Context: an optimization exercise on an open-source flow, tuned for small area, a short achievable clock period and few clock cycles per item. The choices shown serve that exercise and are no tape-out recipe.
Power figures rest on the tool's default switching activity, not on a simulated workload.

Setup of old:
==> flow/design.v <==
module ISR(reset,
           value,
           clock,
           result,
           done
);
  input wire reset;
  input wire [63:0] value;
  input wire clock;
  output wire [31:0] result;
  output wire done;
  reg  [55:0] d;       
  reg  [30:0] r;       
  reg  [31:0] q;       
  reg  [3:0]  cnt;     
  reg         fin;
  wire [7:0] vt = value[63:56];
  reg  [3:0] q0;
  reg  [4:0] r0;
  wire [16:0] ge;
  assign ge[0] = 1'b1;
  assign ge[16] = 1'b0;
  assign ge[1] = vt >= 8'd1;
  assign ge[2] = vt >= 8'd4;
  assign ge[3] = vt >= 8'd9;
  assign ge[4] = vt >= 8'd16;
  assign ge[5] = vt >= 8'd25;
  assign ge[6] = vt >= 8'd36;
  assign ge[7] = vt >= 8'd49;
  assign ge[8] = vt >= 8'd64;
  assign ge[9] = vt >= 8'd81;
  assign ge[10] = vt >= 8'd100;
  assign ge[11] = vt >= 8'd121;
  assign ge[12] = vt >= 8'd144;
  assign ge[13] = vt >= 8'd169;
  assign ge[14] = vt >= 8'd196;
  assign ge[15] = vt >= 8'd225;
  integer kk;
  always @* begin
    q0 = 4'd0;
    r0 = 5'd0;
    for (kk = 1; kk < 16; kk = kk + 1)
      if (ge[kk]) q0 = kk;
    for (kk = 0; kk < 16; kk = kk + 1)
      if (ge[kk] & ~ge[kk + 1]) r0 = r0 | (vt[4:0] - kk * kk);
  end
  wire [29:0] qs = q[29:0];
  wire [34:0] x  = {r, d[55:52]};             
  wire [33:0] t1;
  prefix_add #(.W(34), .KIND(0)) u_t1(.a({1'b0, x[34:2]}), .b(~{2'b00, qs, 2'b01}), .ci(1'b1), .y(t1));
  wire        ge1 = ~t1[33];
  wire [35:0] t2a;
  prefix_add #(.W(36), .KIND(0)) u_t2a(.a({1'b0, x}), .b(~{3'b000, qs, 3'b001}), .ci(1'b1), .y(t2a));
  wire        ge2a = ~t2a[35];
  wire [35:0] m1 = {~{2'b00, qs}, 4'b1111};
  wire [35:0] m2 = {~{3'b000, qs}, 3'b000};
  wire [35:0] xe = {1'b0, x};
  wire [35:0] cs = xe ^ m1 ^ m2;
  wire [35:0] cc = (xe & m1) | (xe & m2) | (m1 & m2);
  wire [35:0] t2b;
  prefix_add #(.W(36), .KIND(0)) u_t2b(.a(cs), .b({cc[34:0], 1'b0}), .ci(1'b0), .y(t2b));
  wire        ge2b = ~t2b[35];
  wire        ge2 = ge1 ? ge2b : ge2a;
  wire [30:0] r1 = ge1 ? (ge2 ? t2b[30:0] : {t1[28:0], x[1:0]})
                       : (ge2 ? t2a[30:0] : x[30:0]);
  always @(posedge clock) begin
    if (reset) begin
      d   <= value[55:0];
      r   <= {26'd0, r0};
      q   <= {28'd0, q0};
      cnt <= 4'd14;
      fin <= 1'b0;
    end else begin
      d   <= {d[51:0], 4'b0000};
      r   <= r1;
      cnt <= cnt - 4'd1;
      if (!fin) begin
        q   <= {q[29:0], ge1, ge2};
        if (cnt == 4'd1) fin <= 1'b1;
      end
    end
  end
  assign result = q;
  assign done   = fin;
endmodule
module prefix_add #(parameter W = 8, parameter KIND = 0)
  (input wire [W-1:0] a, input wire [W-1:0] b, input wire ci,
   output wire [W-1:0] y);
  reg [W-1:0] g, p, pp;
  reg [W-1:0] gn, pn;
  reg [W:0]   c;
  integer i, j, l, s;
  localparam integer TOP = (W > 32) ? 32 : (W > 16) ? 16 : (W > 8) ? 8 :
                           (W > 4) ? 4 : (W > 2) ? 2 : 1;
  always @* begin
    for (i = 0; i < W; i = i + 1) begin
      g[i]  = a[i] & b[i];
      pp[i] = a[i] ^ b[i];
      p[i]  = pp[i];
    end
    g[0] = g[0] | (p[0] & ci);
    if (KIND == 0) begin
      for (l = 1; l < W; l = l * 2)
        for (j = 2 * l - 1; j < W; j = j + 2 * l) begin
          g[j] = g[j] | (p[j] & g[j - l]);
          p[j] = p[j] & p[j - l];
        end
      for (l = TOP / 2; l >= 1; l = l / 2)
        for (j = 3 * l - 1; j < W; j = j + 2 * l) begin
          g[j] = g[j] | (p[j] & g[j - l]);
          p[j] = p[j] & p[j - l];
        end
    end else if (KIND == 1) begin
      for (l = 1; l < W; l = l * 2) begin
        gn = g; pn = p;
        for (j = 0; j < W; j = j + 1)
          if ((j / l) % 2 == 1) begin
            s = (j / l) * l - 1;
            gn[j] = g[j] | (p[j] & g[s]);
            pn[j] = p[j] & p[s];
          end
        g = gn; p = pn;
      end
    end else if (KIND == 2) begin
      for (l = 1; l < W; l = l * 2) begin
        gn = g; pn = p;
        for (j = l; j < W; j = j + 1) begin
          gn[j] = g[j] | (p[j] & g[j - l]);
          pn[j] = p[j] & p[j - l];
        end
        g = gn; p = pn;
      end
    end else begin
      for (l = 1; l < W; l = l * 2) begin
        gn = g; pn = p;
        for (j = 1; j < W; j = j + 2)
          if (j - l >= 0) begin
            if (l == 1) begin
              gn[j] = g[j] | (p[j] & g[j - 1]);
              pn[j] = p[j] & p[j - 1];
            end else if (j - l >= 1) begin
              gn[j] = g[j] | (p[j] & g[j - l]);
              pn[j] = p[j] & p[j - l];
            end
          end
        g = gn; p = pn;
      end
      gn = g; pn = p;
      for (j = 2; j < W; j = j + 2) begin
        gn[j] = g[j] | (p[j] & g[j - 1]);
        pn[j] = p[j] & p[j - 1];
      end
      g = gn; p = pn;
    end
    c[0] = ci;
    for (i = 0; i < W; i = i + 1)
      c[i + 1] = g[i];
  end
  assign y = pp ^ c[W-1:0];
endmodule
export LEC_CHECK = 0
export CAP_MARGIN = 20
export CORE_MARGIN = 2
export CORE_UTILIZATION = 40
export PLACE_DENSITY = 0.6
export SLEW_MARGIN = 20
create_clock -name core_clock -period 10.0 [get_ports {clock}]
standard.sh (not shown) runs the stock make flow with config.mk's settings and CLKGATE_MAP_FILE= SYNTH_SCRIPT=/design/flow/synth_recipe.tcl, a recipe that flattens the netlist after the stock synthesis.
==> flow/flow/run.sh <==
#!/bin/bash
bash standard.sh BUFFER_PORTS_ARGS="-buffer_cell sky130_fd_sc_hd__buf_1" SETUP_SLACK_MARGIN=6.5 ABC_AREA=1 CTS_BUF_LIST="sky130_fd_sc_hd__clkbuf_4 sky130_fd_sc_hd__clkbuf_8" finish > standard.log 2>&1
old: flow completed, timing, DRC and antenna clean
--- input diff old..new ---
==> flow/design.v, changed modules only <==
module ISR(reset,
           value,
           clock,
           result,
           done
);
  input wire reset;
  input wire [63:0] value;
  input wire clock;
  output wire [31:0] result;
  output wire done;
  reg  [55:0] d;       
  reg  [30:0] r;       
  reg  [31:0] q;       
  reg  [3:0]  cnt;     
  reg         fin;
  reg         run;     
  reg         lead;    
  wire [7:0] vt = value[63:56];
  reg  [3:0] q0;
  reg  [4:0] r0;
  wire [16:0] ge;
  assign ge[0] = 1'b1;
  assign ge[16] = 1'b0;
  assign ge[1] = vt >= 8'd1;
  assign ge[2] = vt >= 8'd4;
  assign ge[3] = vt >= 8'd9;
  assign ge[4] = vt >= 8'd16;
  assign ge[5] = vt >= 8'd25;
  assign ge[6] = vt >= 8'd36;
  assign ge[7] = vt >= 8'd49;
  assign ge[8] = vt >= 8'd64;
  assign ge[9] = vt >= 8'd81;
  assign ge[10] = vt >= 8'd100;
  assign ge[11] = vt >= 8'd121;
  assign ge[12] = vt >= 8'd144;
  assign ge[13] = vt >= 8'd169;
  assign ge[14] = vt >= 8'd196;
  assign ge[15] = vt >= 8'd225;
  integer kk;
  always @* begin
    q0 = 4'd0;
    r0 = 5'd0;
    for (kk = 1; kk < 16; kk = kk + 1)
      if (ge[kk]) q0 = kk;
    for (kk = 0; kk < 16; kk = kk + 1)
      if (ge[kk] & ~ge[kk + 1]) r0 = r0 | (vt[4:0] - kk * kk);
  end
  wire [29:0] qs = q[29:0];
  wire [34:0] x  = {r, d[55:52]};             
  wire [33:0] t1;
  prefix_add #(.W(34), .KIND(0)) u_t1(.a({1'b0, x[34:2]}), .b(~{2'b00, qs, 2'b01}), .ci(1'b1), .y(t1));
  wire        ge1 = ~t1[33];
  wire [35:0] t2a;
  prefix_add #(.W(36), .KIND(0)) u_t2a(.a({1'b0, x}), .b(~{3'b000, qs, 3'b001}), .ci(1'b1), .y(t2a));
  wire        ge2a = ~t2a[35];
  wire [35:0] m1 = {~{2'b00, qs}, 4'b1111};
  wire [35:0] m2 = {~{3'b000, qs}, 3'b000};
  wire [35:0] xe = {1'b0, x};
  wire [35:0] cs = xe ^ m1 ^ m2;
  wire [35:0] cc = (xe & m1) | (xe & m2) | (m1 & m2);
  wire [35:0] t2b;
  prefix_add #(.W(36), .KIND(0)) u_t2b(.a(cs), .b({cc[34:0], 1'b0}), .ci(1'b0), .y(t2b));
  wire        ge2b = ~t2b[35];
  wire        ge2 = ge1 ? ge2b : ge2a;
  wire [30:0] r1 = ge1 ? (ge2 ? t2b[30:0] : {t1[28:0], x[1:0]})
                       : (ge2 ? t2a[30:0] : x[30:0]);
  wire        skip = lead && (d[55:40] == 16'd0) && (cnt > 4'd4);
  always @(posedge clock) begin
    if (reset) begin
      d   <= value[55:0];
      r   <= {26'd0, r0};
      q   <= {28'd0, q0};
      cnt <= 4'd14;
      fin <= 1'b0;
      run <= 1'b1;
      lead <= (vt == 8'd0);
    end else begin
      d   <= skip ? {d[39:0], 16'd0} : {d[51:0], 4'b0000};
      lead <= lead && (d[55:52] == 4'd0);
      r   <= r1;
      cnt <= cnt - (skip ? 4'd4 : 4'd1);
      if (run) begin
        q   <= {q[29:0], ge1, ge2};
        if (cnt == 4'd1) begin
          fin <= 1'b1;
          run <= 1'b0;
        end
      end
    end
  end
  assign result = q;
  assign done   = fin;
endmodule
Notes after the runs:
Utilization old -> new: up
[compare] base=old new=new: post-detailed-placement half-perimeter wirelength rose about 8%, worst slack on hold paths up 41 ps, power lost 0.48%, wire length now larger, arrival time at the worst endpoint saw a decrease.
No run of this note included a check of the RTL's function; only the layout flow was run.

-- what the ideal ports hide --
No port has a modelled driver above. Below, the same layouts with a new extraction and two added sets of constraints.
Step 1, drivers: a clkbuf_16 drives clock and a buf_2 each remaining input, both assumed.
Step 2 moves the port delays by t, midway between the first and last clock arrival at a register: inputs arrive t later, outputs are due t later. That takes back most of the time a late clock gives input paths.
a / b / c = ideal ports / drivers / drivers and shift; a / b = the first two.
| run | shift t [ns] | setup slack, ns | worst setup path after step 2 | worst slew at a driven data input, ns | cell pins on the clock port's net |
|---|---|---|---|---|---|
| old | 0.485 | 6.654 / 6.664 / 6.179 | input to register | 0.05 | 1 |
| new | 0.502 | 6.532 / 6.551 / 6.050 | input to register | 0.05 | 1 |
After both steps setup and hold are still met in every run listed. For new, which loses most, drivers alone change the setup slack by +0.019 ns; drivers and shift together by -0.482 ns.
